From an optimization exercise on the open Yosys and OpenROAD flow, aimed at small area and a short achievable clock period; shortcuts taken in it are not production practice. Only the layout flow was run in this run; the RTL was not checked for function there. No activity file was given, so power comes from the tool's default toggle rates.

==> flow/run.sh <==
#!/bin/bash
# synth_recipe.tcl (not shown) runs the flow's synth.tcl, then flattens the netlist and writes it again
# the make line also repeats each setting of config.mk as NAME=value (left out here)
make -C /OpenROAD-flow-scripts/flow DESIGN_CONFIG=/design/flow/config.mk WORK_HOME=/design/flow/orfs CLKGATE_MAP_FILE= SYNTH_SCRIPT=/design/flow/synth_recipe.tcl finish
==> flow/config.mk <==
export PLATFORM = sky130hd
export DESIGN_NAME = divider
export DESIGN_NICKNAME = divider
export VERILOG_FILES = /design/flow/design.v
export SDC_FILE = /design/flow/constraint.sdc
export NUM_CORES = 8
export LEC_CHECK = 0
export ABC_AREA = 1
export CAP_MARGIN = 20
export CORE_MARGIN = 2
export CORE_UTILIZATION = 40
export SLEW_MARGIN = 20
==> flow/constraint.sdc <==
create_clock -name core_clock -period 8.0 [get_ports {clk}]
set_input_delay 1.6000 -clock core_clock [delete_from_list [all_inputs] [get_ports {clk}]]
set_output_delay 1.6000 -clock core_clock [all_outputs]
set_load 0.01 [all_outputs]
==> flow/design.v <==
module divider
(
    input              clk,
    input              reset,
    input  [31:0]      A,
    input  [31:0]      B,
    input              start,
    input  [7:0]       Physical_address_in,
    input  [31:0]      PC_in,
    input              divider_op_in,
    output             divide_zero_exception,
    output [31:0]      Result,
    output [7:0]       Physical_address_out,
    output [31:0]      PC_out,
    output             done
);
    wire [31:0] x0 = A;
    wire [31:0] d0 = B;
    wire [33:0] e0 = {2'b0, B} + {1'b0, B, 1'b0};   
    wire        v0 = start;
    wire        op0 = divider_op_in;
    wire        z0 = (A != 32'd0) && (B == 32'd0);
    wire [7:0]  pa0 = Physical_address_in;
    wire [31:0] pc0 = PC_in;
    wire [31:0] x0_0 = x0;
    wire [1:0] s0_0_x = x0_0[31:30];
    wire [34:0] s0_0_m0 = 35'd0;
    wire [34:0] s0_0_m1 = {3'b0, d0};
    wire s0_0_h1 = ~|s0_0_m1[34:2];
    wire [2:0] s0_0_d1 = {1'b0, s0_0_x} - {1'b0, s0_0_m1[1:0]};
    wire s0_0_c1 = s0_0_h1 & ~s0_0_d1[2];
    wire [34:0] s0_0_m2 = {2'b0, d0, 1'b0};
    wire s0_0_h2 = ~|s0_0_m2[34:2];
    wire [2:0] s0_0_d2 = {1'b0, s0_0_x} - {1'b0, s0_0_m2[1:0]};
    wire s0_0_c2 = s0_0_h2 & ~s0_0_d2[2];
    wire [34:0] s0_0_m3 = {1'b0, e0};
    wire s0_0_h3 = ~|s0_0_m3[34:2];
    wire [2:0] s0_0_d3 = {1'b0, s0_0_x} - {1'b0, s0_0_m3[1:0]};
    wire s0_0_c3 = s0_0_h3 & ~s0_0_d3[2];
    wire [1:0] s0_0_t = s0_0_c3 ? s0_0_d3[1:0] : (s0_0_c2 ? s0_0_d2[1:0] : (s0_0_c1 ? s0_0_d1[1:0] : (s0_0_x)));
    wire [1:0] s0_0_q = s0_0_c3 ? 2'd3 : (s0_0_c2 ? 2'd2 : (s0_0_c1 ? 2'd1 : (0)));
    wire [31:0] x0_1 = {s0_0_t, x0_0[29:0]};
    wire [3:0] s0_1_x = x0_1[31:28];
    wire [34:0] s0_1_m0 = 35'd0;
    wire [34:0] s0_1_m1 = {3'b0, d0};
    wire s0_1_h1 = ~|s0_1_m1[34:4];
    wire [4:0] s0_1_d1 = {1'b0, s0_1_x} - {1'b0, s0_1_m1[3:0]};
    wire s0_1_c1 = s0_1_h1 & ~s0_1_d1[4];
    wire [34:0] s0_1_m2 = {2'b0, d0, 1'b0};
    wire s0_1_h2 = ~|s0_1_m2[34:4];
    wire [4:0] s0_1_d2 = {1'b0, s0_1_x} - {1'b0, s0_1_m2[3:0]};
    wire s0_1_c2 = s0_1_h2 & ~s0_1_d2[4];
    wire [34:0] s0_1_m3 = {1'b0, e0};
    wire s0_1_h3 = ~|s0_1_m3[34:4];
    wire [4:0] s0_1_d3 = {1'b0, s0_1_x} - {1'b0, s0_1_m3[3:0]};
    wire s0_1_c3 = s0_1_h3 & ~s0_1_d3[4];
    wire [3:0] s0_1_t = s0_1_c3 ? s0_1_d3[3:0] : (s0_1_c2 ? s0_1_d2[3:0] : (s0_1_c1 ? s0_1_d1[3:0] : (s0_1_x)));
    wire [1:0] s0_1_q = s0_1_c3 ? 2'd3 : (s0_1_c2 ? 2'd2 : (s0_1_c1 ? 2'd1 : (0)));
    wire [31:0] x0_2 = {s0_1_t, x0_1[27:0]};
    wire [5:0] s0_2_x = x0_2[31:26];
    wire [34:0] s0_2_m0 = 35'd0;
    wire [34:0] s0_2_m1 = {3'b0, d0};
    wire s0_2_h1 = ~|s0_2_m1[34:6];
    wire [6:0] s0_2_d1 = {1'b0, s0_2_x} - {1'b0, s0_2_m1[5:0]};
    wire s0_2_c1 = s0_2_h1 & ~s0_2_d1[6];
    wire [34:0] s0_2_m2 = {2'b0, d0, 1'b0};
    wire s0_2_h2 = ~|s0_2_m2[34:6];
    wire [6:0] s0_2_d2 = {1'b0, s0_2_x} - {1'b0, s0_2_m2[5:0]};
    wire s0_2_c2 = s0_2_h2 & ~s0_2_d2[6];
    wire [34:0] s0_2_m3 = {1'b0, e0};
    wire s0_2_h3 = ~|s0_2_m3[34:6];
    wire [6:0] s0_2_d3 = {1'b0, s0_2_x} - {1'b0, s0_2_m3[5:0]};
    wire s0_2_c3 = s0_2_h3 & ~s0_2_d3[6];
    wire [5:0] s0_2_t = s0_2_c3 ? s0_2_d3[5:0] : (s0_2_c2 ? s0_2_d2[5:0] : (s0_2_c1 ? s0_2_d1[5:0] : (s0_2_x)));
    wire [1:0] s0_2_q = s0_2_c3 ? 2'd3 : (s0_2_c2 ? 2'd2 : (s0_2_c1 ? 2'd1 : (0)));
    wire [31:0] x0_3 = {s0_2_t, x0_2[25:0]};
    wire [5:0] qn0 = {s0_0_q, s0_1_q, s0_2_q};
    reg [31:0] x1, d1;
    reg [33:0] e1;
    reg [5:0] q1;
    reg v1, op1, z1;
    reg [7:0] pa1;
    reg [31:0] pc1;
    always @(posedge clk) begin
        x1 <= x0_3;
        d1 <= d0;
        e1 <= e0;
        q1 <= qn0;
        op1 <= op0;
        z1 <= z0;
        pa1 <= pa0;
        pc1 <= pc0;
        v1 <= v0 & ~reset;
    end
    wire [31:0] x1_0 = x1;
    wire [7:0] s1_0_x = x1_0[31:24];
    wire [34:0] s1_0_m0 = 35'd0;
    wire [34:0] s1_0_m1 = {3'b0, d1};
    wire s1_0_h1 = ~|s1_0_m1[34:8];
    wire [8:0] s1_0_d1 = {1'b0, s1_0_x} - {1'b0, s1_0_m1[7:0]};
    wire s1_0_c1 = s1_0_h1 & ~s1_0_d1[8];
    wire [34:0] s1_0_m2 = {2'b0, d1, 1'b0};
    wire s1_0_h2 = ~|s1_0_m2[34:8];
    wire [8:0] s1_0_d2 = {1'b0, s1_0_x} - {1'b0, s1_0_m2[7:0]};
    wire s1_0_c2 = s1_0_h2 & ~s1_0_d2[8];
    wire [34:0] s1_0_m3 = {1'b0, e1};
    wire s1_0_h3 = ~|s1_0_m3[34:8];
    wire [8:0] s1_0_d3 = {1'b0, s1_0_x} - {1'b0, s1_0_m3[7:0]};
    wire s1_0_c3 = s1_0_h3 & ~s1_0_d3[8];
    wire [7:0] s1_0_t = s1_0_c3 ? s1_0_d3[7:0] : (s1_0_c2 ? s1_0_d2[7:0] : (s1_0_c1 ? s1_0_d1[7:0] : (s1_0_x)));
    wire [1:0] s1_0_q = s1_0_c3 ? 2'd3 : (s1_0_c2 ? 2'd2 : (s1_0_c1 ? 2'd1 : (0)));
    wire [31:0] x1_1 = {s1_0_t, x1_0[23:0]};
    wire [9:0] s1_1_x = x1_1[31:22];
    wire [34:0] s1_1_m0 = 35'd0;
    wire [34:0] s1_1_m1 = {3'b0, d1};
    wire s1_1_h1 = ~|s1_1_m1[34:10];
    wire [10:0] s1_1_d1 = {1'b0, s1_1_x} - {1'b0, s1_1_m1[9:0]};
    wire s1_1_c1 = s1_1_h1 & ~s1_1_d1[10];
    wire [34:0] s1_1_m2 = {2'b0, d1, 1'b0};
    wire s1_1_h2 = ~|s1_1_m2[34:10];
    wire [10:0] s1_1_d2 = {1'b0, s1_1_x} - {1'b0, s1_1_m2[9:0]};
    wire s1_1_c2 = s1_1_h2 & ~s1_1_d2[10];
    wire [34:0] s1_1_m3 = {1'b0, e1};
    wire s1_1_h3 = ~|s1_1_m3[34:10];
    wire [10:0] s1_1_d3 = {1'b0, s1_1_x} - {1'b0, s1_1_m3[9:0]};
    wire s1_1_c3 = s1_1_h3 & ~s1_1_d3[10];
    wire [9:0] s1_1_t = s1_1_c3 ? s1_1_d3[9:0] : (s1_1_c2 ? s1_1_d2[9:0] : (s1_1_c1 ? s1_1_d1[9:0] : (s1_1_x)));
    wire [1:0] s1_1_q = s1_1_c3 ? 2'd3 : (s1_1_c2 ? 2'd2 : (s1_1_c1 ? 2'd1 : (0)));
    wire [31:0] x1_2 = {s1_1_t, x1_1[21:0]};
    wire [11:0] s1_2_x = x1_2[31:20];
    wire [34:0] s1_2_m0 = 35'd0;
    wire [34:0] s1_2_m1 = {3'b0, d1};
    wire s1_2_h1 = ~|s1_2_m1[34:12];
    wire [12:0] s1_2_d1 = {1'b0, s1_2_x} - {1'b0, s1_2_m1[11:0]};
    wire s1_2_c1 = s1_2_h1 & ~s1_2_d1[12];
    wire [34:0] s1_2_m2 = {2'b0, d1, 1'b0};
    wire s1_2_h2 = ~|s1_2_m2[34:12];
    wire [12:0] s1_2_d2 = {1'b0, s1_2_x} - {1'b0, s1_2_m2[11:0]};
    wire s1_2_c2 = s1_2_h2 & ~s1_2_d2[12];
    wire [34:0] s1_2_m3 = {1'b0, e1};
    wire s1_2_h3 = ~|s1_2_m3[34:12];
    wire [12:0] s1_2_d3 = {1'b0, s1_2_x} - {1'b0, s1_2_m3[11:0]};
    wire s1_2_c3 = s1_2_h3 & ~s1_2_d3[12];
    wire [11:0] s1_2_t = s1_2_c3 ? s1_2_d3[11:0] : (s1_2_c2 ? s1_2_d2[11:0] : (s1_2_c1 ? s1_2_d1[11:0] : (s1_2_x)));
    wire [1:0] s1_2_q = s1_2_c3 ? 2'd3 : (s1_2_c2 ? 2'd2 : (s1_2_c1 ? 2'd1 : (0)));
    wire [31:0] x1_3 = {s1_2_t, x1_2[19:0]};
    wire [11:0] qn1 = {q1, s1_0_q, s1_1_q, s1_2_q};
    reg [31:0] x2, d2;
    reg [33:0] e2;
    reg [11:0] q2;
    reg v2, op2, z2;
    reg [7:0] pa2;
    reg [31:0] pc2;
    always @(posedge clk) begin
        x2 <= x1_3;
        d2 <= d1;
        e2 <= e1;
        q2 <= qn1;
        op2 <= op1;
        z2 <= z1;
        pa2 <= pa1;
        pc2 <= pc1;
        v2 <= v1 & ~reset;
    end
    wire [31:0] x2_0 = x2;
    wire [13:0] s2_0_x = x2_0[31:18];
    wire [34:0] s2_0_m0 = 35'd0;
    wire [34:0] s2_0_m1 = {3'b0, d2};
    wire s2_0_h1 = ~|s2_0_m1[34:14];
    wire [14:0] s2_0_d1 = {1'b0, s2_0_x} - {1'b0, s2_0_m1[13:0]};
    wire s2_0_c1 = s2_0_h1 & ~s2_0_d1[14];
    wire [34:0] s2_0_m2 = {2'b0, d2, 1'b0};
    wire s2_0_h2 = ~|s2_0_m2[34:14];
    wire [14:0] s2_0_d2 = {1'b0, s2_0_x} - {1'b0, s2_0_m2[13:0]};
    wire s2_0_c2 = s2_0_h2 & ~s2_0_d2[14];
    wire [34:0] s2_0_m3 = {1'b0, e2};
    wire s2_0_h3 = ~|s2_0_m3[34:14];
    wire [14:0] s2_0_d3 = {1'b0, s2_0_x} - {1'b0, s2_0_m3[13:0]};
    wire s2_0_c3 = s2_0_h3 & ~s2_0_d3[14];
    wire [13:0] s2_0_t = s2_0_c3 ? s2_0_d3[13:0] : (s2_0_c2 ? s2_0_d2[13:0] : (s2_0_c1 ? s2_0_d1[13:0] : (s2_0_x)));
    wire [1:0] s2_0_q = s2_0_c3 ? 2'd3 : (s2_0_c2 ? 2'd2 : (s2_0_c1 ? 2'd1 : (0)));
    wire [31:0] x2_1 = {s2_0_t, x2_0[17:0]};
    wire [15:0] s2_1_x = x2_1[31:16];
    wire [34:0] s2_1_m0 = 35'd0;
    wire [34:0] s2_1_m1 = {3'b0, d2};
    wire s2_1_h1 = ~|s2_1_m1[34:16];
    wire [16:0] s2_1_d1 = {1'b0, s2_1_x} - {1'b0, s2_1_m1[15:0]};
    wire s2_1_c1 = s2_1_h1 & ~s2_1_d1[16];
    wire [34:0] s2_1_m2 = {2'b0, d2, 1'b0};
    wire s2_1_h2 = ~|s2_1_m2[34:16];
    wire [16:0] s2_1_d2 = {1'b0, s2_1_x} - {1'b0, s2_1_m2[15:0]};
    wire s2_1_c2 = s2_1_h2 & ~s2_1_d2[16];
    wire [34:0] s2_1_m3 = {1'b0, e2};
    wire s2_1_h3 = ~|s2_1_m3[34:16];
    wire [16:0] s2_1_d3 = {1'b0, s2_1_x} - {1'b0, s2_1_m3[15:0]};
    wire s2_1_c3 = s2_1_h3 & ~s2_1_d3[16];
    wire [15:0] s2_1_t = s2_1_c3 ? s2_1_d3[15:0] : (s2_1_c2 ? s2_1_d2[15:0] : (s2_1_c1 ? s2_1_d1[15:0] : (s2_1_x)));
    wire [1:0] s2_1_q = s2_1_c3 ? 2'd3 : (s2_1_c2 ? 2'd2 : (s2_1_c1 ? 2'd1 : (0)));
    wire [31:0] x2_2 = {s2_1_t, x2_1[15:0]};
    wire [17:0] s2_2_x = x2_2[31:14];
    wire [34:0] s2_2_m0 = 35'd0;
    wire [34:0] s2_2_m1 = {3'b0, d2};
    wire s2_2_h1 = ~|s2_2_m1[34:18];
    wire [18:0] s2_2_d1 = {1'b0, s2_2_x} - {1'b0, s2_2_m1[17:0]};
    wire s2_2_c1 = s2_2_h1 & ~s2_2_d1[18];
    wire [34:0] s2_2_m2 = {2'b0, d2, 1'b0};
    wire s2_2_h2 = ~|s2_2_m2[34:18];
    wire [18:0] s2_2_d2 = {1'b0, s2_2_x} - {1'b0, s2_2_m2[17:0]};
    wire s2_2_c2 = s2_2_h2 & ~s2_2_d2[18];
    wire [34:0] s2_2_m3 = {1'b0, e2};
    wire s2_2_h3 = ~|s2_2_m3[34:18];
    wire [18:0] s2_2_d3 = {1'b0, s2_2_x} - {1'b0, s2_2_m3[17:0]};
    wire s2_2_c3 = s2_2_h3 & ~s2_2_d3[18];
    wire [17:0] s2_2_t = s2_2_c3 ? s2_2_d3[17:0] : (s2_2_c2 ? s2_2_d2[17:0] : (s2_2_c1 ? s2_2_d1[17:0] : (s2_2_x)));
    wire [1:0] s2_2_q = s2_2_c3 ? 2'd3 : (s2_2_c2 ? 2'd2 : (s2_2_c1 ? 2'd1 : (0)));
    wire [31:0] x2_3 = {s2_2_t, x2_2[13:0]};
    wire [19:0] s2_3_x = x2_3[31:12];
    wire [34:0] s2_3_m0 = 35'd0;
    wire [34:0] s2_3_m1 = {3'b0, d2};
    wire s2_3_h1 = ~|s2_3_m1[34:20];
    wire [20:0] s2_3_d1 = {1'b0, s2_3_x} - {1'b0, s2_3_m1[19:0]};
    wire s2_3_c1 = s2_3_h1 & ~s2_3_d1[20];
    wire [34:0] s2_3_m2 = {2'b0, d2, 1'b0};
    wire s2_3_h2 = ~|s2_3_m2[34:20];
    wire [20:0] s2_3_d2 = {1'b0, s2_3_x} - {1'b0, s2_3_m2[19:0]};
    wire s2_3_c2 = s2_3_h2 & ~s2_3_d2[20];
    wire [34:0] s2_3_m3 = {1'b0, e2};
    wire s2_3_h3 = ~|s2_3_m3[34:20];
    wire [20:0] s2_3_d3 = {1'b0, s2_3_x} - {1'b0, s2_3_m3[19:0]};
    wire s2_3_c3 = s2_3_h3 & ~s2_3_d3[20];
    wire [19:0] s2_3_t = s2_3_c3 ? s2_3_d3[19:0] : (s2_3_c2 ? s2_3_d2[19:0] : (s2_3_c1 ? s2_3_d1[19:0] : (s2_3_x)));
    wire [1:0] s2_3_q = s2_3_c3 ? 2'd3 : (s2_3_c2 ? 2'd2 : (s2_3_c1 ? 2'd1 : (0)));
    wire [31:0] x2_4 = {s2_3_t, x2_3[11:0]};
    wire [19:0] qn2 = {q2, s2_0_q, s2_1_q, s2_2_q, s2_3_q};
    reg [31:0] x3, d3;
    reg [33:0] e3;
    reg [19:0] q3;
    reg v3, op3, z3;
    reg [7:0] pa3;
    reg [31:0] pc3;
    always @(posedge clk) begin
        x3 <= x2_4;
        d3 <= d2;
        e3 <= e2;
        q3 <= qn2;
        op3 <= op2;
        z3 <= z2;
        pa3 <= pa2;
        pc3 <= pc2;
        v3 <= v2 & ~reset;
    end
    wire [31:0] x3_0 = x3;
    wire [21:0] s3_0_x = x3_0[31:10];
    wire [34:0] s3_0_m0 = 35'd0;
    wire [34:0] s3_0_m1 = {3'b0, d3};
    wire s3_0_h1 = ~|s3_0_m1[34:22];
    wire [22:0] s3_0_d1 = {1'b0, s3_0_x} - {1'b0, s3_0_m1[21:0]};
    wire s3_0_c1 = s3_0_h1 & ~s3_0_d1[22];
    wire [34:0] s3_0_m2 = {2'b0, d3, 1'b0};
    wire s3_0_h2 = ~|s3_0_m2[34:22];
    wire [22:0] s3_0_d2 = {1'b0, s3_0_x} - {1'b0, s3_0_m2[21:0]};
    wire s3_0_c2 = s3_0_h2 & ~s3_0_d2[22];
    wire [34:0] s3_0_m3 = {1'b0, e3};
    wire s3_0_h3 = ~|s3_0_m3[34:22];
    wire [22:0] s3_0_d3 = {1'b0, s3_0_x} - {1'b0, s3_0_m3[21:0]};
    wire s3_0_c3 = s3_0_h3 & ~s3_0_d3[22];
    wire [21:0] s3_0_t = s3_0_c3 ? s3_0_d3[21:0] : (s3_0_c2 ? s3_0_d2[21:0] : (s3_0_c1 ? s3_0_d1[21:0] : (s3_0_x)));
    wire [1:0] s3_0_q = s3_0_c3 ? 2'd3 : (s3_0_c2 ? 2'd2 : (s3_0_c1 ? 2'd1 : (0)));
    wire [31:0] x3_1 = {s3_0_t, x3_0[9:0]};
    wire [23:0] s3_1_x = x3_1[31:8];
    wire [34:0] s3_1_m0 = 35'd0;
    wire [34:0] s3_1_m1 = {3'b0, d3};
    wire s3_1_h1 = ~|s3_1_m1[34:24];
    wire [24:0] s3_1_d1 = {1'b0, s3_1_x} - {1'b0, s3_1_m1[23:0]};
    wire s3_1_c1 = s3_1_h1 & ~s3_1_d1[24];
    wire [34:0] s3_1_m2 = {2'b0, d3, 1'b0};
    wire s3_1_h2 = ~|s3_1_m2[34:24];
    wire [24:0] s3_1_d2 = {1'b0, s3_1_x} - {1'b0, s3_1_m2[23:0]};
    wire s3_1_c2 = s3_1_h2 & ~s3_1_d2[24];
    wire [34:0] s3_1_m3 = {1'b0, e3};
    wire s3_1_h3 = ~|s3_1_m3[34:24];
    wire [24:0] s3_1_d3 = {1'b0, s3_1_x} - {1'b0, s3_1_m3[23:0]};
    wire s3_1_c3 = s3_1_h3 & ~s3_1_d3[24];
    wire [23:0] s3_1_t = s3_1_c3 ? s3_1_d3[23:0] : (s3_1_c2 ? s3_1_d2[23:0] : (s3_1_c1 ? s3_1_d1[23:0] : (s3_1_x)));
    wire [1:0] s3_1_q = s3_1_c3 ? 2'd3 : (s3_1_c2 ? 2'd2 : (s3_1_c1 ? 2'd1 : (0)));
    wire [31:0] x3_2 = {s3_1_t, x3_1[7:0]};
    wire [25:0] s3_2_x = x3_2[31:6];
    wire [34:0] s3_2_m0 = 35'd0;
    wire [34:0] s3_2_m1 = {3'b0, d3};
    wire s3_2_h1 = ~|s3_2_m1[34:26];
    wire [26:0] s3_2_d1 = {1'b0, s3_2_x} - {1'b0, s3_2_m1[25:0]};
    wire s3_2_c1 = s3_2_h1 & ~s3_2_d1[26];
    wire [34:0] s3_2_m2 = {2'b0, d3, 1'b0};
    wire s3_2_h2 = ~|s3_2_m2[34:26];
    wire [26:0] s3_2_d2 = {1'b0, s3_2_x} - {1'b0, s3_2_m2[25:0]};
    wire s3_2_c2 = s3_2_h2 & ~s3_2_d2[26];
    wire [34:0] s3_2_m3 = {1'b0, e3};
    wire s3_2_h3 = ~|s3_2_m3[34:26];
    wire [26:0] s3_2_d3 = {1'b0, s3_2_x} - {1'b0, s3_2_m3[25:0]};
    wire s3_2_c3 = s3_2_h3 & ~s3_2_d3[26];
    wire [25:0] s3_2_t = s3_2_c3 ? s3_2_d3[25:0] : (s3_2_c2 ? s3_2_d2[25:0] : (s3_2_c1 ? s3_2_d1[25:0] : (s3_2_x)));
    wire [1:0] s3_2_q = s3_2_c3 ? 2'd3 : (s3_2_c2 ? 2'd2 : (s3_2_c1 ? 2'd1 : (0)));
    wire [31:0] x3_3 = {s3_2_t, x3_2[5:0]};
    wire [25:0] qn3 = {q3, s3_0_q, s3_1_q, s3_2_q};
    reg [31:0] x4, d4;
    reg [33:0] e4;
    reg [25:0] q4;
    reg v4, op4, z4;
    reg [7:0] pa4;
    reg [31:0] pc4;
    always @(posedge clk) begin
        x4 <= x3_3;
        d4 <= d3;
        e4 <= e3;
        q4 <= qn3;
        op4 <= op3;
        z4 <= z3;
        pa4 <= pa3;
        pc4 <= pc3;
        v4 <= v3 & ~reset;
    end
    wire [31:0] x4_0 = x4;
    wire [27:0] s4_0_x = x4_0[31:4];
    wire [34:0] s4_0_m0 = 35'd0;
    wire [34:0] s4_0_m1 = {3'b0, d4};
    wire s4_0_h1 = ~|s4_0_m1[34:28];
    wire [28:0] s4_0_d1 = {1'b0, s4_0_x} - {1'b0, s4_0_m1[27:0]};
    wire s4_0_c1 = s4_0_h1 & ~s4_0_d1[28];
    wire [34:0] s4_0_m2 = {2'b0, d4, 1'b0};
    wire s4_0_h2 = ~|s4_0_m2[34:28];
    wire [28:0] s4_0_d2 = {1'b0, s4_0_x} - {1'b0, s4_0_m2[27:0]};
    wire s4_0_c2 = s4_0_h2 & ~s4_0_d2[28];
    wire [34:0] s4_0_m3 = {1'b0, e4};
    wire s4_0_h3 = ~|s4_0_m3[34:28];
    wire [28:0] s4_0_d3 = {1'b0, s4_0_x} - {1'b0, s4_0_m3[27:0]};
    wire s4_0_c3 = s4_0_h3 & ~s4_0_d3[28];
    wire [27:0] s4_0_t = s4_0_c3 ? s4_0_d3[27:0] : (s4_0_c2 ? s4_0_d2[27:0] : (s4_0_c1 ? s4_0_d1[27:0] : (s4_0_x)));
    wire [1:0] s4_0_q = s4_0_c3 ? 2'd3 : (s4_0_c2 ? 2'd2 : (s4_0_c1 ? 2'd1 : (0)));
    wire [31:0] x4_1 = {s4_0_t, x4_0[3:0]};
    wire [29:0] s4_1_x = x4_1[31:2];
    wire [34:0] s4_1_m0 = 35'd0;
    wire [34:0] s4_1_m1 = {3'b0, d4};
    wire s4_1_h1 = ~|s4_1_m1[34:30];
    wire [30:0] s4_1_d1 = {1'b0, s4_1_x} - {1'b0, s4_1_m1[29:0]};
    wire s4_1_c1 = s4_1_h1 & ~s4_1_d1[30];
    wire [34:0] s4_1_m2 = {2'b0, d4, 1'b0};
    wire s4_1_h2 = ~|s4_1_m2[34:30];
    wire [30:0] s4_1_d2 = {1'b0, s4_1_x} - {1'b0, s4_1_m2[29:0]};
    wire s4_1_c2 = s4_1_h2 & ~s4_1_d2[30];
    wire [34:0] s4_1_m3 = {1'b0, e4};
    wire s4_1_h3 = ~|s4_1_m3[34:30];
    wire [30:0] s4_1_d3 = {1'b0, s4_1_x} - {1'b0, s4_1_m3[29:0]};
    wire s4_1_c3 = s4_1_h3 & ~s4_1_d3[30];
    wire [29:0] s4_1_t = s4_1_c3 ? s4_1_d3[29:0] : (s4_1_c2 ? s4_1_d2[29:0] : (s4_1_c1 ? s4_1_d1[29:0] : (s4_1_x)));
    wire [1:0] s4_1_q = s4_1_c3 ? 2'd3 : (s4_1_c2 ? 2'd2 : (s4_1_c1 ? 2'd1 : (0)));
    wire [31:0] x4_2 = {s4_1_t, x4_1[1:0]};
    wire [31:0] s4_2_x = x4_2[31:0];
    wire [34:0] s4_2_m0 = 35'd0;
    wire [34:0] s4_2_m1 = {3'b0, d4};
    wire s4_2_h1 = ~|s4_2_m1[34:32];
    wire [32:0] s4_2_d1 = {1'b0, s4_2_x} - {1'b0, s4_2_m1[31:0]};
    wire s4_2_c1 = s4_2_h1 & ~s4_2_d1[32];
    wire [34:0] s4_2_m2 = {2'b0, d4, 1'b0};
    wire s4_2_h2 = ~|s4_2_m2[34:32];
    wire [32:0] s4_2_d2 = {1'b0, s4_2_x} - {1'b0, s4_2_m2[31:0]};
    wire s4_2_c2 = s4_2_h2 & ~s4_2_d2[32];
    wire [34:0] s4_2_m3 = {1'b0, e4};
    wire s4_2_h3 = ~|s4_2_m3[34:32];
    wire [32:0] s4_2_d3 = {1'b0, s4_2_x} - {1'b0, s4_2_m3[31:0]};
    wire s4_2_c3 = s4_2_h3 & ~s4_2_d3[32];
    wire [31:0] s4_2_t = s4_2_c3 ? s4_2_d3[31:0] : (s4_2_c2 ? s4_2_d2[31:0] : (s4_2_c1 ? s4_2_d1[31:0] : (s4_2_x)));
    wire [1:0] s4_2_q = s4_2_c3 ? 2'd3 : (s4_2_c2 ? 2'd2 : (s4_2_c1 ? 2'd1 : (0)));
    wire [31:0] x4_3 = s4_2_t;
    wire [31:0] qn4 = {q4, s4_0_q, s4_1_q, s4_2_q};
    reg [31:0] res_r;
    reg v_r, z_r;
    reg [7:0] pa_r;
    reg [31:0] pc_r;
    always @(posedge clk) begin
        res_r <= op4 ? qn4 : x4_3;
        z_r <= z4;
        pa_r <= pa4;
        pc_r <= pc4;
        v_r <= v4 & ~reset;
    end
    assign Result = res_r;
    assign divide_zero_exception = z_r;
    assign Physical_address_out = pa_r;
    assign PC_out = pc_r;
    assign done = v_r;
endmodule
==> results.txt <==
The share of synthesized area in the top cell type comes to 22.2%. The multi-input combinational cells in the finished layout cover a total of 48,800 µm². The tools report the startpoint of the worst-slack reg-to-reg timing path as x2[18].

The overall routed net length was 308 mm; the net total in the final layout was 13,200. STA classifies the critical path startpoint as a flop. Setup repair after global routing could not meet its margin everywhere.

The via density per instance is 5.27, and the number of distinct standard cells referenced by the synthesized netlist is 64. Layout cell share with drive strength beyond 1: 32.8%. Cell internal power was estimated by the tool at 11.5 mW. The number of hold buffers added after CTS was 0. Once detail routing completed, the nets flagged for antenna violations numbered 0. The detailed router placed 75,600 vias in this run.

Of the total power, registers draw 20.7%. The checks that failed were setup timing. The worst hold path begins at pc4[19]. Measured along the x axis, the die boundary spans 401 µm.

After routing the design area is 96,800 µm². The logs give 40.3% for the starting density of the core and 0 for the number of hold-slack violations in the final timing report. The H-tree was split into 3 levels. The clock net in this run drives a total of 698 sinks. STA classifies the critical path endpoint as a flop. The total routing usage reported by global routing came out at 36.4%.

The initialized floorplan defines 145 standard-cell rows. Before antenna repair, the detailed router went through 8 iterations. Sequential cells were found to cover 22.2% of the synthesized design area. Total power for the finished layout comes to 19.8 mW. Across the run, the number of max-cap violations was 0. The run gives 1.06 as the final RePlAce weighted congestion. For the final-report max-slew violation count, the log shows 0. The mean instance size in the synthesized netlist was 6.86 µm²; the final cycle utilization of the critical path was 101%. The number of global-route vias before repair is 73,400. After global routing the overflow that remains totals 0.

The maximum cell stage delay along the critical path was 390 ps. The core region is 156,000 µm². The logs give 1 for the number of warnings reported in the yosys synthesis log and 13 for the initial antenna violation count. Number of synthesized register bits: 698. Setup violations remaining at the end of the flow were counted as 11. The floorplan step defined a die boundary enclosing 161,000 µm². Highest ir drop seen on vdd: 0.000200 V.

The number of enable flip-flop cells after synthesis was 0. The worst register-to-register path ends at x3[18]. The flow ran to the end, but the layout failed its checks. In this run the count of I/O pins placed on the die edge is 182.

The global-route wire length before repair came out at 444 mm. Counting every instance in the synthesized netlist gives 9,193. The worst reg-to-reg setup slack came out at -110 ps. The die is 401 µm tall. In the synthesized netlist the dominant register cell turns out to be sky130_fd_sc_hd__dfxtp_1. The first routing iteration left 6,012 violations.

In the final routed layout, each cell accounts on average for 21.4 µm. The synthesized design spends more area on one cell type than any other, namely sky130_fd_sc_hd__dfxtp_1. In the final layout, flip-flops and latches occupy 14,000 µm².

The maximum number of pins on one net before global-route repair was 31; the residual DRC count was 0. The most frequent standard cell in the layout excluding fill and tap cells is sky130_fd_sc_hd__buf_4. The tools report the cell area reported after detailed placement as 87,900 µm². The number of input and output port buffers inserted was 181.

Subtracting the final worst setup slack from the clock period gives 8110 ps. The clock-pin slew reported for the worst setup and hold paths after clock tree synthesis was 80 ps. For the worst flop-to-flop path, the logic depth is 58. No sink is reached through more buffers than the 3 on the longest clock path. Counting flops with an async set or reset pin after synthesis yields a share of 0%. In the layout the commonest cells are sky130_fd_sc_hd__buf_4 (2,749), sky130_fd_sc_hd__nand2_1 (1,903), sky130_fd_sc_hd__inv_1 (1,021), sky130_fd_sc_hd__a21oi_1 (827), sky130_fd_sc_hd__ha_1 (737). The layout overhead on the synthesized area was 53.7%; the detailed-placement wirelength estimate was 260 mm.

The maximum achievable frequency was 123 MHz. After filler insertion, the fill cell instance count of the layout stands at 14,500. The share of total power dissipated in the clock network is 18.9%. For the area of the mapped netlist, the log shows 63,000 µm². In this run, the combinational gates consume 60.4% of the power.

Data on the critical path arrives at its endpoint at 8750 ps. The number of cells on the worst hold path works out to 0. After routing, the total negative slack on setup checks comes to -436 ps. TritonCTS built the clock tree. The data required time of the worst path is 8640 ps. The run gives 61.9% as the final core area utilization.

Synthesis produced a netlist with a net count of 10,200. For this design the total switching power over the nets is 8.31 mW. The tools report the end point of the worst hold path as pc_r[19]. Buffers inserted during clock tree synthesis total 77. By area the synthesized netlist is led by sky130_fd_sc_hd__dfxtp_1 (22%), sky130_fd_sc_hd__ha_1 (17%), sky130_fd_sc_hd__nand2_1 (12%). The later pin in the worst-skew pair is clocked with a latency of 740 ps. The type of the tightest min-delay check was flop to flop. The worst setup margin is -109 ps. The net switching share of the total power is 41.9%.

The count of cells in the finished layout, fillers not included, comes to 14,400. Counting tap cells, the placed design contains a total of 14,100 instances. The tools report the buffer type at the clock tree root as sky130_fd_sc_hd__clkbuf_16. The worst pin sits at a relative slew slack of 19.9%. The worst-path maximum fanout works out to 7. On the critical path, the stage with the largest delay is an instance of sky130_fd_sc_hd__fa_2.

The tools report the cell leakage power as 48.8 nW. The setup path with the least slack is of type flop to flop. The clock arrives with 57.2 ps of skew. At the pin with the least slew margin, the transition time is 1190 ps. The power density of the placed cells was 205 nW/µm².
[worst max-delay path, delay by kind of cell (launching register included)]
family / cells / cell delay (ps)
buffers and inverters: 14 / 1620
and+or+nand+nor: 22 / 2170
adders and majority gates: 5 / 1350
AOI/OAI and AO/OA: 17 / 2540
DFF: 1 / 310
[synthesized netlist by cell type (16+ instances only)]
master                     number
sky130_fd_sc_hd__inv_2         16
sky130_fd_sc_hd__a21o_1        67
sky130_fd_sc_hd__nand3_1      549
sky130_fd_sc_hd__xor2_1       338
sky130_fd_sc_hd__nor3_1       111
sky130_fd_sc_hd__inv_1       1099
sky130_fd_sc_hd__and2_1        27
sky130_fd_sc_hd__nand2_2       19
sky130_fd_sc_hd__a21boi_1      25
sky130_fd_sc_hd__o31ai_1       21
sky130_fd_sc_hd__ha_1         846
sky130_fd_sc_hd__fa_1          48
sky130_fd_sc_hd__xnor2_1      269
sky130_fd_sc_hd__o21a_1        30
sky130_fd_sc_hd__nand4_1       99
sky130_fd_sc_hd__nand2_1     2051
sky130_fd_sc_hd__a31oi_1       70
sky130_fd_sc_hd__a21boi_0      34
sky130_fd_sc_hd__o21ai_1       78
sky130_fd_sc_hd__o21ai_0      508
sky130_fd_sc_hd__nand3b_1      29
sky130_fd_sc_hd__clkbuf_1      37
sky130_fd_sc_hd__a21oi_1      989
sky130_fd_sc_hd__nor4_1        55
sky130_fd_sc_hd__or2_2         48
sky130_fd_sc_hd__o211ai_1      79
sky130_fd_sc_hd__o221ai_1      22
sky130_fd_sc_hd__nor2_1       615
sky130_fd_sc_hd__o21bai_1      93
sky130_fd_sc_hd__o21ai_2       21
sky130_fd_sc_hd__dfxtp_1      698
sky130_fd_sc_hd__buf_2         57
[flip-flops by register name, summed over array words and instances (netlist names), 34 cells and up]
name / flops
e1: 34
e2: 34
e3: 34
e4: 34
[repair_timing]
action / in CTS / in global routing
gates resized for setup: 343 / 901
pin swaps: 73 / 275
setup buffers: 49 / 97
gates cloned: 2 / 9
endpoints found under the setup margin: 82 / 100
[power by group through the flow]
stage	sequential [mW]	combinational [mW]	clock, mW
after CTS	4.10	11.2	3.83
after global placement	4.15	10.9	0
after floorplan	4.06	5.31	0
after global routing	4.12	12.9	3.95
after detailed placement	4.16	10.9	0
final	4.11	12.0	3.75
[worst max-delay path by stage]
| stage | from | end | slack (ps) | cells after the start |
|---|---|---|---|---|
| 2_1_floorplan | d2[1] | x3[19] | 20 | 55 |
| 3_3_place_gp | x2[18] | x3[29] | -700 | 56 |
| 3_5_place_dp | x2[18] | x3[29] | -870 | 56 |
| 4_1_cts | e4[0] | res_r[29] | 4 | 51 |
| 5_1_grt | x2[18] | x3[22] | -500 | 58 |
| 6_report | x2[18] | x3[18] | -110 | 58 |
[metrics by stage]
stage	worst slack, ps	hold slack [ps]
after floorplan	15.7	310
after global placement	-697	310
after detailed placement	-873	312
after CTS	3.88	311
after global routing	-501	310
final	-109	309
[cells by family (layout without fill, tap and decap cells)]
kind of cell	Yosys count	count (layout)	synth area share, %
AO/OA/AOI/OAI	2113	2113	19.0
XOR/XNOR	607	607	8.44
adder cells (fa/ha/maj)	894	894	18.3
buffers and inverters	1231	4323	7.52
flip-flops	698	698	22.2
other	0	13	0
AND/OR/NAND/NOR	3650	3652	24.5
[per-layer routing]
metal | vias up | wire length [µm] | part of all wire (%) | track usage, %
li1 | 37100 | - | - | -
met1 | 35300 | 128000 | 42 | 45.4
met2 | 2465 | 140000 | 45 | 60.6
met3 | 748 | 19800 | 6.4 | 5.28
met4 | 2 | 20000 | 6.5 | 19.4
met5 | - | 11 | 0.0036 | 0
[cell type report]
type,count,share of cell area (%)
multi-input cells,7266,50.4
repair buffers,3063,25.1
flip-flops and latches,698,14.5
inverters,1120,4.46
well taps,2058,2.66
clock buffers,100,2.20
clock inverters,38,0.598
diodes,13,0.0336
repair inverters,2,0.0129

-- static timing again, ports no longer ideal --
The results above use ideal ports. As a check the final layout listed here was re-extracted and re-timed, cells and wires unchanged.
Step 1, drivers: a clkbuf_16 drives clk and a buf_2 each remaining input, both assumed.
Step 2 times the ports against the registers' clock, not the clock port: input delays grow and output delays shrink by t, the midpoint of the rising clock arrivals with the driver on.
Three values: ideal ports, drivers, drivers and shift; two values: the first two.
shift t [ns]: 0.799
setup WS [ns]: -0.109 / -0.109 / -0.147
clock arrival spread, ns: 0.064 / 0.064
The setup slack of this run moves by 0.000 ns with the drivers and by -0.038 ns with both steps.
